Source: an optimization exercise on an open RTL-to-GDS flow (aim: small area, a short achievable clock period and few clock cycles per item). Production flows keep margins and buffers that such runs may drop.
At most, simulation tests tie the RTL to the original design; equivalence was not proved.

// top
module top(
		input wire [31:0] opa,
		input wire [31:0] opb,
		input wire start,
		input wire rst,
		input wire clk,
		output reg done,
		output reg [31:0] result
);
clock: 7.0 ns
lec_check: 0
cap_margin: 20
core_margin: 2
core_utilization: 40
place_density: 0.8
setup_slack_margin: 2.5
slew_margin: 20
standard.sh (not shown) runs the stock make flow with config.mk's settings and CLKGATE_MAP_FILE= SYNTH_SCRIPT=/design/flow/synth_recipe.tcl, a recipe that flattens the netlist after the stock synthesis.
==> flow/flow/run.sh <==
#!/bin/bash
# Standard layout, with plain buf_1 cells as the port buffers.
set -euo pipefail
export BUFFER_PORTS_ARGS="-buffer_cell sky130_fd_sc_hd__buf_1"
bash standard.sh > standard.log 2>&1
Next try:
- PLACE_DENSITY: 0.8 -> unset
- SETUP_SLACK_MARGIN: 2.5 -> 2
After rerunning:
- maximum frequency came out lower by 7.7%
- non-clock buffer count drops by 2
- die area does not change
- utilization goes down by 0.50 points
- count of clock-buffer cells in the layout stays the same
- first-iteration DRC count decreases by 23%
- worst setup slack degrades by 0.36 ns
No functional check of the RTL was part of any run of this note.

The RTL this note starts from:
==> flow/design.v <==
module absdiff (
	input  wire [30:0] x,
	input  wire [30:0] y,
	output wire [30:0] d,
	output wire        xgty,
	output wire        xeqy
);
localparam N = 31;
localparam L = 5;
wire [N-1:0] p0 = ~(x ^ y);
wire [N-1:0] g0 = x & ~y;
reg [N-1:0] G;
reg [N-1:0] P;
reg [N-1:0] c;
integer l, i;
always @* begin
	G = g0;
	P = p0;
	for (l = 0; l < L; l = l + 1)
		for (i = 0; i < N; i = i + 1)
			if ((i >> l) & 1) begin
				G[i] = G[i] | (P[i] & G[((i >> l) << l) - 1]);
				P[i] = P[i] & P[((i >> l) << l) - 1];
			end
	c[0] = G[N-1];
	for (i = 1; i < N; i = i + 1)
		c[i] = G[i-1] | (P[i-1] & G[N-1]);
end
wire gall = G[N-1];
assign d    = p0 ^ c ^ {N{~gall}};
assign xgty = gall;
assign xeqy = P[N-1];
endmodule
module top(
		input wire [31:0] opa,
		input wire [31:0] opb,
		input wire start,
		input wire rst,
		input wire clk,
		output reg done,
		output reg [31:0] result
);
reg        busy;
reg        zf;      
reg        zbp;     
reg        gy;      
reg        gx;      
reg  [4:0] k;
reg [31:0] a;
reg [31:0] b;
wire        xgty;
wire        xeqy;
wire [30:0] dh;
wire [30:0] xh = a[31:1] & {31{gx}};
wire [30:0] yh = b[31:1] & {31{gy}};
absdiff u_absdiff(.x(xh), .y(yh), .d(dh), .xgty(xgty), .xeqy(xeqy));
wire eqt = xeqy & a[0] & b[0];
wire b1  = (b == 32'd1);    
wire fin = zf | eqt | b1;
wire kz  = (k == 5'd0);
always @* begin
	done   = busy & fin & kz;
	result = b;
end
wire accept = start & (~busy | done);
wire [2:0] tz = xh[2:0] ^ yh[2:0];
reg  [30:0] ds;
always @* begin
	if (tz[0])      ds = dh;
	else if (tz[1]) ds = {1'b0, dh[30:1]};
	else if (tz[2]) ds = {2'b0, dh[30:2]};
	else            ds = {3'b0, dh[30:3]};
end
wire opaz = (opa == 32'd0);
wire opbz = (opb == 32'd0);
reg  [4:0] kin;
wire [31:0] oab = opa | opb;
integer i;
always @* begin
	kin = 5'd0;
	for (i = 31; i >= 0; i = i - 1)
		if (oab[i]) kin = i[4:0];
	if (opaz || opbz) kin = 5'd0;
end
always @(posedge clk or negedge rst) begin
	if (~rst) begin
		busy <= 1'b0;
	end else begin
		busy <= start | (busy & ~done);
	end
end
wire zfn = accept ? opaz : (fin | zbp);
wire an0 = accept ? opa[0] : ((|tz) | dh[3]);
wire bn0 = accept ? opb[0] : (~fin & (xgty ? b[0] : a[0]));
always @(posedge clk) begin
	zf  <= zfn;
	gy  <= (an0 | ~bn0) & ~zfn;
	gx  <= bn0;
	zbp <= accept & opbz;
	if (accept) begin
		a <= opa;
		b <= opb;
		k <= kin;
	end else begin
		a <= {1'b0, ds};
		if (fin) begin
			b <= {b[30:0], 1'b0};
			k <= k - 5'd1;
		end else if (~xgty)
			b <= a;
	end
end
endmodule
==> flow/config.mk <==
export PLATFORM = sky130hd
export DESIGN_NAME = top
export DESIGN_NICKNAME = top
export VERILOG_FILES = /design/flow/design.v
export SDC_FILE = /design/flow/constraint.sdc
export NUM_CORES = 4
export LEC_CHECK = 0
export CAP_MARGIN = 20
export CORE_MARGIN = 2
export CORE_UTILIZATION = 40
export SETUP_SLACK_MARGIN = 2.7
export SLEW_MARGIN = 20
==> flow/constraint.sdc <==
create_clock -name core_clock -period 7.0 [get_ports {clk}]
set_input_delay 1.4000 -clock core_clock [delete_from_list [all_inputs] [get_ports {clk}]]
set_output_delay 1.4000 -clock core_clock [all_outputs]
set_load 0.01 [all_outputs]
Scripts as last shown in full above: flow/flow/run.sh
Next try:
--- a/flow/config.mk
+++ b/flow/config.mk
@@ -11 +11 @@
-export SETUP_SLACK_MARGIN = 2.7
+export SETUP_SLACK_MARGIN = 2.5
What happened:
- The new run went through all stages and came out clean
- global-route usage came out lower by 0.20 points
- synthesized cell count is unchanged
- wire length is lower by 0.98%
- cell count barely changes
No run of this note included a check of the RTL's function; only the layout flow was run.

== v24 ==
Another version of the RTL of top (not shown whole).
Size in the first run: ~71 flip-flops, roughly 100 I/O pins.
Settings: LEC_CHECK=0, CAP_MARGIN=20, CORE_MARGIN=2, CORE_UTILIZATION=40, SETUP_SLACK_MARGIN=2.5, SLEW_MARGIN=20; clock period 7.0 ns.
Scripts as last shown in full above: flow/flow/run.sh
The flow did not stop early for v24: all stages ran, and the layout cleared the timing, design-rule and antenna checks.
Testbench counts of v24, summed over its fixed seeds: cycles 52,913, items 2,400.
> inputs changed (v24 -> v26)
- SETUP_SLACK_MARGIN now 3.5, was 2.5
- Compared with v24, average via count per standard cell in v26 increased by a few percent.
- Compared to v24, v26 has routed wirelength normalized by instance count 6.9% higher.
- Of v24 and v26, the lower largest net degree at the start of global routing belongs to v24.
- [compare] base=v24 new=v26: number of buffers outside the clock class in the layout went up.
Changes in v13 relative to v26:
- SETUP_SLACK_MARGIN now 2, was 3.5
Notes after the runs:
v13 vs. v26: non-clock buffer count shrank by about 40%; number of clock buffer instances in the layout shrank by 1; cell count along the critical path grew by 1.
Final critical path time including I/O delays and setup in v13 is 0.61 ns higher than in v26
Run comparison: v26 timing startpoint of the critical path b[0]$_DFFE_PP_; v13 timing startpoint of the critical path a[0]$_DFF_P_
Layout overhead on the synthesized area: v13 vs v26 down 27 points
Global-route wire length before repair came out lower on v13 than on v26.
Between v13 and v26, the area taken by flip-flops and latches does not differ in any meaningful way.
Higher placer's final routability congestion estimate was reported by v13, not v26.
Area occupied by multi-input gates (v13 vs. v26) decreases by more than 10%
Maximum clock rate was higher in v26 than in v13.
Edits applied to the flow inputs when going from v13 to v45:
- a change of SETUP_SLACK_MARGIN from 2 to 3
v45: all stages complete, timing, DRC and antenna checks passed
Looking at met1 wire length, v45 sits about 0.8% above v13.
Clock network area share, v13 and v45: lower on v45
Total routing resource utilization after global routing: v45 vs v13 up 1.2 points
Final critical-path share of the clock period, v13 and v45, lower one = v45.
Diff v13 -> v45 | via total after detailed routing | up by a few percent
What v13 reported for fmax has to be multiplied by 1.15 to get the figure for v45.
Going from v13 to v45, the number of gates resized after cts was found to have gone up by 31.
Compared with v13, v45 shows a lower critical path buffer and inverter count.
The final reports for v45 and v13 show worst setup slack higher in the former.
Wire: v45 routes more than v13

[what the ideal ports hide]
How much do the figures lean on ideal ports? The routed layouts below were timed once more, with nothing changed but the port constraints.
Step 1, drivers: a clkbuf_16 drives clk and a buf_2 each remaining input, both assumed.
Step 2 moves the port delays by t, midway between the first and last clock arrival at a register: inputs arrive t later, outputs are due t later. That takes back most of the time a late clock gives input paths.
Slacks: ideal / step 1 / step 2; pairs: ideal / step 1.
run | t, ns | setup WS [ns] | worst setup path at the end | latest minus earliest clock arrival (ns) | slew at the worst register clock pin (ns)
the first run of note 1 | 0.375 | 2.618 / 2.579 / 2.831 | register to register | 0.007 / 0.008 | 0.06 / 0.06
the second run of note 1 | 0.370 | 2.254 / 2.218 / 2.405 | register to register | 0.007 / 0.007 | 0.06 / 0.06
the first run of note 2 | 0.361 | 2.817 / 2.777 / 2.957 | register to register | 0.006 / 0.006 | 0.06 / 0.06
the second run of note 2 | 0.362 | 2.664 / 2.624 / 2.839 | register to register | 0.006 / 0.006 | 0.06 / 0.06
v24 | 0.371 | 2.651 / 2.613 / 2.775 | register to register | 0.006 / 0.006 | 0.06 / 0.06
v26 | 0.368 | 2.790 / 2.750 / 2.796 | register to register | 0.007 / 0.007 | 0.06 / 0.06
v13 | 0.373 | 2.185 / 2.148 / 2.383 | register to register | 0.011 / 0.011 | 0.07 / 0.07
v45 | 0.377 | 2.804 / 2.765 / 2.989 | register to register | 0.005 / 0.005 | 0.06 / 0.06
After both steps setup and hold are still met in every run listed.
